This design comes from an exercise in tuning for small area on the open sky130 flow, not from production work.
Where RTL was checked, it was by simulation tests only, not by an equivalence proof against the original.
Power is estimated from default activity; no workload was simulated.

==> module AK_fsm, before the edit <==
module AK_fsm
(
	input 				clk,
	input 				rst,
	input 		[1:0]	dR,
	input 		[1:0]	dL,
	input 		[7:0]	distanceS,
	input 				initEnd,
	output reg	[2:0]	STATE,
	output reg	[2:0]	duty,		 
	output reg			led,
	output 				phase2		 
);
localparam [2:0] D_0 = 3'd0, D_55 = 3'd1, D_L = 3'd2, D_R = 3'd3, D_60 = 3'd4, D_TL = 3'd5, D_TR = 3'd6, D_TT = 3'd7;
localparam IDLE 		= 3'b000;
localparam INIT 		= 3'b001;
localparam sendingINIT 	= 3'b010;
localparam STRAIGHT 	= 3'b011;
localparam turningRIGHT = 3'b100;
localparam turningLEFT	= 3'b101;
localparam TURN 		= 3'b110;
localparam END 			= 3'b111;
reg [16:0] 	statesCounter;
reg [11:0]  K;				 
reg [7:0] turns;
reg [7:0] turning;
reg [2:0] index;
wire rightBigger = dR == 2'b11;
wire leftBigger  = dL == 2'b11;
wire right11     = dR[1];			 
wire centralBigger43 = distanceS > 43;
wire centralSmaller9 = distanceS <= 9;
wire sc_ge70500 = statesCounter >= 17'd70500;
assign phase2 = sc_ge70500 && (K == 0);
function [2:0] fl;
	input [1:0] d;
	fl = d[1] ? D_R : (d[0] ? D_55 : D_L);
endfunction
function [2:0] fr;
	input [1:0] d;
	fr = d[1] ? D_L : (d[0] ? D_55 : D_R);
endfunction
reg [16:0] sc_n;
reg [ 2:0] idx_n;
reg [ 7:0] turns_n;
reg [ 7:0] turning_n;
always @(posedge clk)
begin
	if (rst)
	begin
		STATE         <= IDLE;
		duty          <= D_0;
		statesCounter <= 0;
		index         <= 0;
		turns         <= 0;
		turning       <= 0;
		led           <= 0;
	end
	else
	begin
		sc_n      = statesCounter;
		idx_n     = index;
		turns_n   = turns;
		turning_n = turning;
		case(STATE)
			IDLE:
			begin
				sc_n = statesCounter + 1;
				duty <= D_0;
				if(&{statesCounter[15:14], statesCounter[9:8], statesCounter[6], statesCounter[3:0]})	 
				begin
					STATE <= INIT;
					sc_n  = 0;
				end
			end
			INIT:
			begin
				duty <= D_0;
				if(initEnd) STATE <= sendingINIT;
			end
			sendingINIT:
			begin
				duty <= D_0;
				sc_n = statesCounter + 1;
				if(&{statesCounter[6:5], statesCounter[3], statesCounter[0]})	 
				begin
					STATE <= STRAIGHT;
					sc_n  = 0;
				end
			end
			STRAIGHT:
			begin
				if(turning[index]==0)
				begin
					if(!leftBigger && !rightBigger && !centralSmaller9) duty <= fl(dL);
					else if(leftBigger && centralBigger43 && right11 && !rightBigger) STATE <= END;
					else if(leftBigger || rightBigger)
					begin
						if(centralBigger43)
						begin
							idx_n = index + 1;
							turning_n[idx_n] = 0;
							turns_n[idx_n] = leftBigger ? 1'b0 : 1'b1;
						end
						STATE <= leftBigger ? turningLEFT : turningRIGHT;
					end
					else
						STATE <= TURN;
				end
				else
				begin
					case({rightBigger, leftBigger, centralBigger43})
						3'b110:
						begin
							idx_n = index - 1;
							if(turns[index] == 1)
								STATE <= turningRIGHT;
							else
								STATE <= turningLEFT;
						end
						3'b100: STATE <= turningRIGHT;
						3'b010:
						begin
							sc_n = statesCounter + 1;
							if(&{statesCounter[11], statesCounter[9:7], statesCounter[5:3]})	 
							begin
								STATE <= turningLEFT;
								sc_n  = 0;
							end
						end
						3'b000:
						begin
							if(centralSmaller9) STATE <= TURN;
						end
						3'b101, 3'b001: duty <= fl(dL);
						3'b011: duty <= fr(dR);
						default: ;
					endcase
				end
			end
			turningLEFT, turningRIGHT:
			begin
				sc_n = statesCounter + 1;
				if(statesCounter <= 17'd70500)
					duty <= D_60;
				else if (&{statesCounter[16:13], statesCounter[11], statesCounter[9], statesCounter[5:2]})	 
				begin
					sc_n  = 0;
					STATE <= IDLE;
					duty  <= D_0;
				end
				else
					duty <= STATE[0] ? D_TL : D_TR;
			end
			TURN:
			begin
				sc_n = statesCounter + 1;
				if(statesCounter <= 17'd50000)
					duty <= D_0;
				else if (&{statesCounter[16:11], statesCounter[9:6], statesCounter[4]})	 
				begin
					sc_n  = 0;
					STATE <= IDLE;
					turning_n[index] = 1;
				end
				else
					duty <= D_TT;
			end
			END:
			begin
				duty <= D_0;
				sc_n = statesCounter + 1;
				if(&{statesCounter[14:13], statesCounter[8:7], statesCounter[5], statesCounter[3]})	 
				begin
					led <= !led;
					sc_n   = 0;
				end
			end
		endcase
		statesCounter <= sc_n;
		if (STATE == STRAIGHT)
			K <= sc_n[11:0];
		else if (sc_ge70500 && K != 0)
			K <= K - 1'b1;
		index         <= idx_n;
		turns         <= turns_n;
		turning       <= turning_n;
	end
end
endmodule
==> module AK_ser, before the edit <==
module AK_ser
(
	input 				clk,
	input 				rst,
	input 		[2:0]	STATE,
	input 				phase2,
	input 		[7:0]	distanceS,
	input 		[7:0]	initS,
	output reg			TxEnable,
	output reg	[7:0]	TxData
);
localparam sendingINIT 	= 3'b010;
localparam STRAIGHT 	= 3'b011;
localparam turningRIGHT = 3'b100;
localparam turningLEFT	= 3'b101;
localparam TURN 		= 3'b110;
reg [11:0] 	counterSending 	 ;
reg [ 6:0] 	countSendingINIT ;
wire [7:0] msg = (STATE == TURN) ? 8'd4 : (STATE == turningLEFT) ? 8'd3 : 8'd2;
always @(posedge clk)
begin
	if (rst)
	begin
		TxEnable          <= 0;
		countSendingINIT  <= 0;
	end
	else
	case(STATE)
		sendingINIT:
		begin
			countSendingINIT <= countSendingINIT + 1'b1;
			if(countSendingINIT == 7'd0)
			begin
				TxData 	<= 8'd1;
				TxEnable <= 1;
			end
			else if(countSendingINIT == 7'd99)
			begin
				TxData 	<= initS;
				TxEnable <= 1;
			end
			else
			begin
				TxEnable <= 0;
				if(countSendingINIT == 7'd100)
					counterSending	 <= 0;
			end
		end
		STRAIGHT, turningLEFT, turningRIGHT:
		begin
			if(STATE == STRAIGHT || !phase2)
			begin
				if(&{counterSending[11], counterSending[9:7], counterSending[5:3]})	 
				begin
					TxData 			 <= distanceS;
					TxEnable 		 <= 1;
					counterSending	 <= 0;
					if (STATE == STRAIGHT)
						countSendingINIT <= 0;
				end
				else
				begin
					counterSending <= counterSending + 1'b1;
					TxEnable <= 0;
				end
			end
			else
			begin
				if(TxData != msg)
				begin
					TxData 	<= msg;
					TxEnable <= 1;
				end
				else TxEnable <= 0;
			end
		end
		TURN:
		begin
			if(TxData != msg)
			begin
				TxData 	<= msg;
				TxEnable <= 1;
			end
			else TxEnable <= 0;
		end
		default: ;
	endcase
end
endmodule
Settings: LEC_CHECK=0, ABC_AREA=1, CAP_MARGIN=20, CORE_MARGIN=2, CORE_UTILIZATION=60, CTS_BUF_LIST=sky130_fd_sc_hd__clkbuf_4, CTS_CLUSTER_DIAMETER=40, CTS_CLUSTER_SIZE=12, SLEW_MARGIN=20; clock period 10.0 ns.
standard.sh (not shown) runs the stock make flow with config.mk's settings and CLKGATE_MAP_FILE= SYNTH_SCRIPT=/design/flow/synth_recipe.tcl, a recipe that flattens the netlist after the stock synthesis.
==> flow/flow/run.sh <==
#!/bin/bash
# Layout flow: the standard synthesis, then the combinational logic between the
# registers mapped again by ABC for area (the registers, their names and cell types are
# kept as the standard synthesis made them), then the rest of the standard flow.
# Each tool's output goes to a log of its own in this folder.
set -euo pipefail
R=orfs/results/$FLOW_PLATFORM/labyrinth_car/base
PLAT=$FLOW_HOME/platforms/$FLOW_PLATFORM
LIB=$PLAT/lib/sky130_fd_sc_hd__tt_025C_1v80.lib
YOSYS=$(command -v yosys || echo /OpenROAD-flow-scripts/tools/install/yosys/bin/yosys)

bash standard.sh synth > 1_standard_synth.log 2>&1
cp $R/1_2_yosys.v 1_standard_netlist.v

# the platform's don't-use cells
DU=$(sed -n '/DONT_USE_CELLS += /,/^#/p' $PLAT/config.mk | grep -o 'sky130_fd_sc_hd__[a-z0-9_]*' | sed 's/^/-dont_use /' | tr '\n' ' ')

# read each combinational cell as its function and each register cell as a black box,
# flatten the combinational cells into logic and map that logic again
$YOSYS -p "read_liberty -ignore_miss_func $LIB; \
  blackbox sky130_fd_sc_hd__df* sky130_fd_sc_hd__edf* sky130_fd_sc_hd__sdf* sky130_fd_sc_hd__sedf* sky130_fd_sc_hd__dl*; \
  read_verilog 1_standard_netlist.v; hierarchy -top $FLOW_TOP; flatten; opt_clean -purge; \
  techmap; opt -fast; \
  abc -script flow/area.abc -liberty $LIB $DU; opt_clean -purge; \
  hilomap -singleton -hicell sky130_fd_sc_hd__conb_1 HI -locell sky130_fd_sc_hd__conb_1 LO; \
  splitnets; opt_clean -purge; stat -liberty $LIB; \
  write_verilog -noattr -nohex -nodec 1_remapped_netlist.v" > 1_remap.log 2>&1

cp 1_remapped_netlist.v $R/1_2_yosys.v
bash standard.sh finish > 2_standard_finish.log 2>&1
==> flow/flow/area.abc <==
strash
&get -n
&deepsyn -T 30
&put
dch -f
amap
Rerun with:
--- a/flow/design.v
+++ b/flow/design.v
@@ -249,21 +249,23 @@
 localparam turningRIGHT = 3'b100;
 localparam turningLEFT	= 3'b101;
 localparam TURN 		= 3'b110;
 localparam END 			= 3'b111;
 reg [16:0] 	statesCounter;
-reg [11:0]  K;				 
+reg [16:0]  cst;			 
 reg [7:0] turns;
 reg [7:0] turning;
 reg [2:0] index;
 wire rightBigger = dR == 2'b11;
 wire leftBigger  = dL == 2'b11;
 wire right11     = dR[1];			 
 wire centralBigger43 = distanceS > 43;
 wire centralSmaller9 = distanceS <= 9;
 wire sc_ge70500 = statesCounter >= 17'd70500;
-assign phase2 = sc_ge70500 && (K == 0);
+assign phase2 = cst >= 17'd70500;
+always @(posedge clk)
+	cst <= (STATE == STRAIGHT) ? 17'd0 : cst + 1'b1;
 function [2:0] fl;
 	input [1:0] d;
 	fl = d[1] ? D_R : (d[0] ? D_55 : D_L);
 endfunction
 function [2:0] fr;
@@ -406,14 +408,10 @@
 					sc_n   = 0;
 				end
 			end
 		endcase
 		statesCounter <= sc_n;
-		if (STATE == STRAIGHT)
-			K <= sc_n[11:0];
-		else if (sc_ge70500 && K != 0)
-			K <= K - 1'b1;
 		index         <= idx_n;
 		turns         <= turns_n;
 		turning       <= turning_n;
 	end
 end
@@ -432,11 +430,11 @@
 localparam sendingINIT 	= 3'b010;
 localparam STRAIGHT 	= 3'b011;
 localparam turningRIGHT = 3'b100;
 localparam turningLEFT	= 3'b101;
 localparam TURN 		= 3'b110;
-reg [11:0] 	counterSending 	 ;
+reg [11:0] 	counterSending 	 ;	 
 reg [ 6:0] 	countSendingINIT ;
 wire [7:0] msg = (STATE == TURN) ? 8'd4 : (STATE == turningLEFT) ? 8'd3 : 8'd2;
 always @(posedge clk)
 begin
 	if (rst)
@@ -461,28 +459,28 @@
 			end
 			else
 			begin
 				TxEnable <= 0;
 				if(countSendingINIT == 7'd100)
-					counterSending	 <= 0;
+					counterSending	 <= 12'd1;
 			end
 		end
 		STRAIGHT, turningLEFT, turningRIGHT:
 		begin
 			if(STATE == STRAIGHT || !phase2)
 			begin
-				if(&{counterSending[11], counterSending[9:7], counterSending[5:3]})	 
+				if(counterSending == 12'b101100110101)	 
 				begin
 					TxData 			 <= distanceS;
 					TxEnable 		 <= 1;
-					counterSending	 <= 0;
+					counterSending	 <= 12'd1;
 					if (STATE == STRAIGHT)
 						countSendingINIT <= 0;
 				end
 				else
 				begin
-					counterSending <= counterSending + 1'b1;
+					counterSending <= {counterSending[10:0], counterSending[11] ^ counterSending[10] ^ counterSending[9] ^ counterSending[3]};
 					TxEnable <= 0;
 				end
 			end
 			else
 			begin
The new run finished with timing, DRC and antenna clean.
Power came out lower by 12%.
Setup slack got worse by 330 ps.
Flip-flop and latch count came out higher by 5.
Wire length drops by 5.4%.
Synthesized area fell by 1.6%.
Synthesized cell count decreases by 0.74%.
Final cell count hardly moves.
Utilization is lower by 0.38 points.
Non-clock buffer count grows by 2.
No functional check of the RTL was part of the first run of this note.

==> afterwards: timing with drivers on the ports <==
Ports are ideal in the flow. The routed layouts listed here were re-timed in OpenROAD.
Step 1: set_driving_cell puts a clkbuf_16 on clk and a buf_2 on each other input, an assumption about the parent block.
Step 2, shift: input delay + t, output delay - t, t = (earliest + latest rising clock arrival at the registers) / 2. This alone moves slack from input paths to output paths.
a / b / c = ideal / step 1 / step 2; a / b = the first two.
run	t, ns	setup slack, ns	hold WS [ns]	worst setup path at the end	worst slew at a driven data input, ns
the first run	0.685	5.695 / 5.659 / 5.715	0.362 / 0.362 / 0.362	input to register	0.03
the second run	0.629	5.362 / 5.323 / 4.919	0.358 / 0.358 / 0.358	input to register	0.03
After both steps setup and hold are still met in every run listed. For the second run, which loses most, drivers alone change the setup slack by -0.039 ns; drivers and shift together by -0.443 ns.
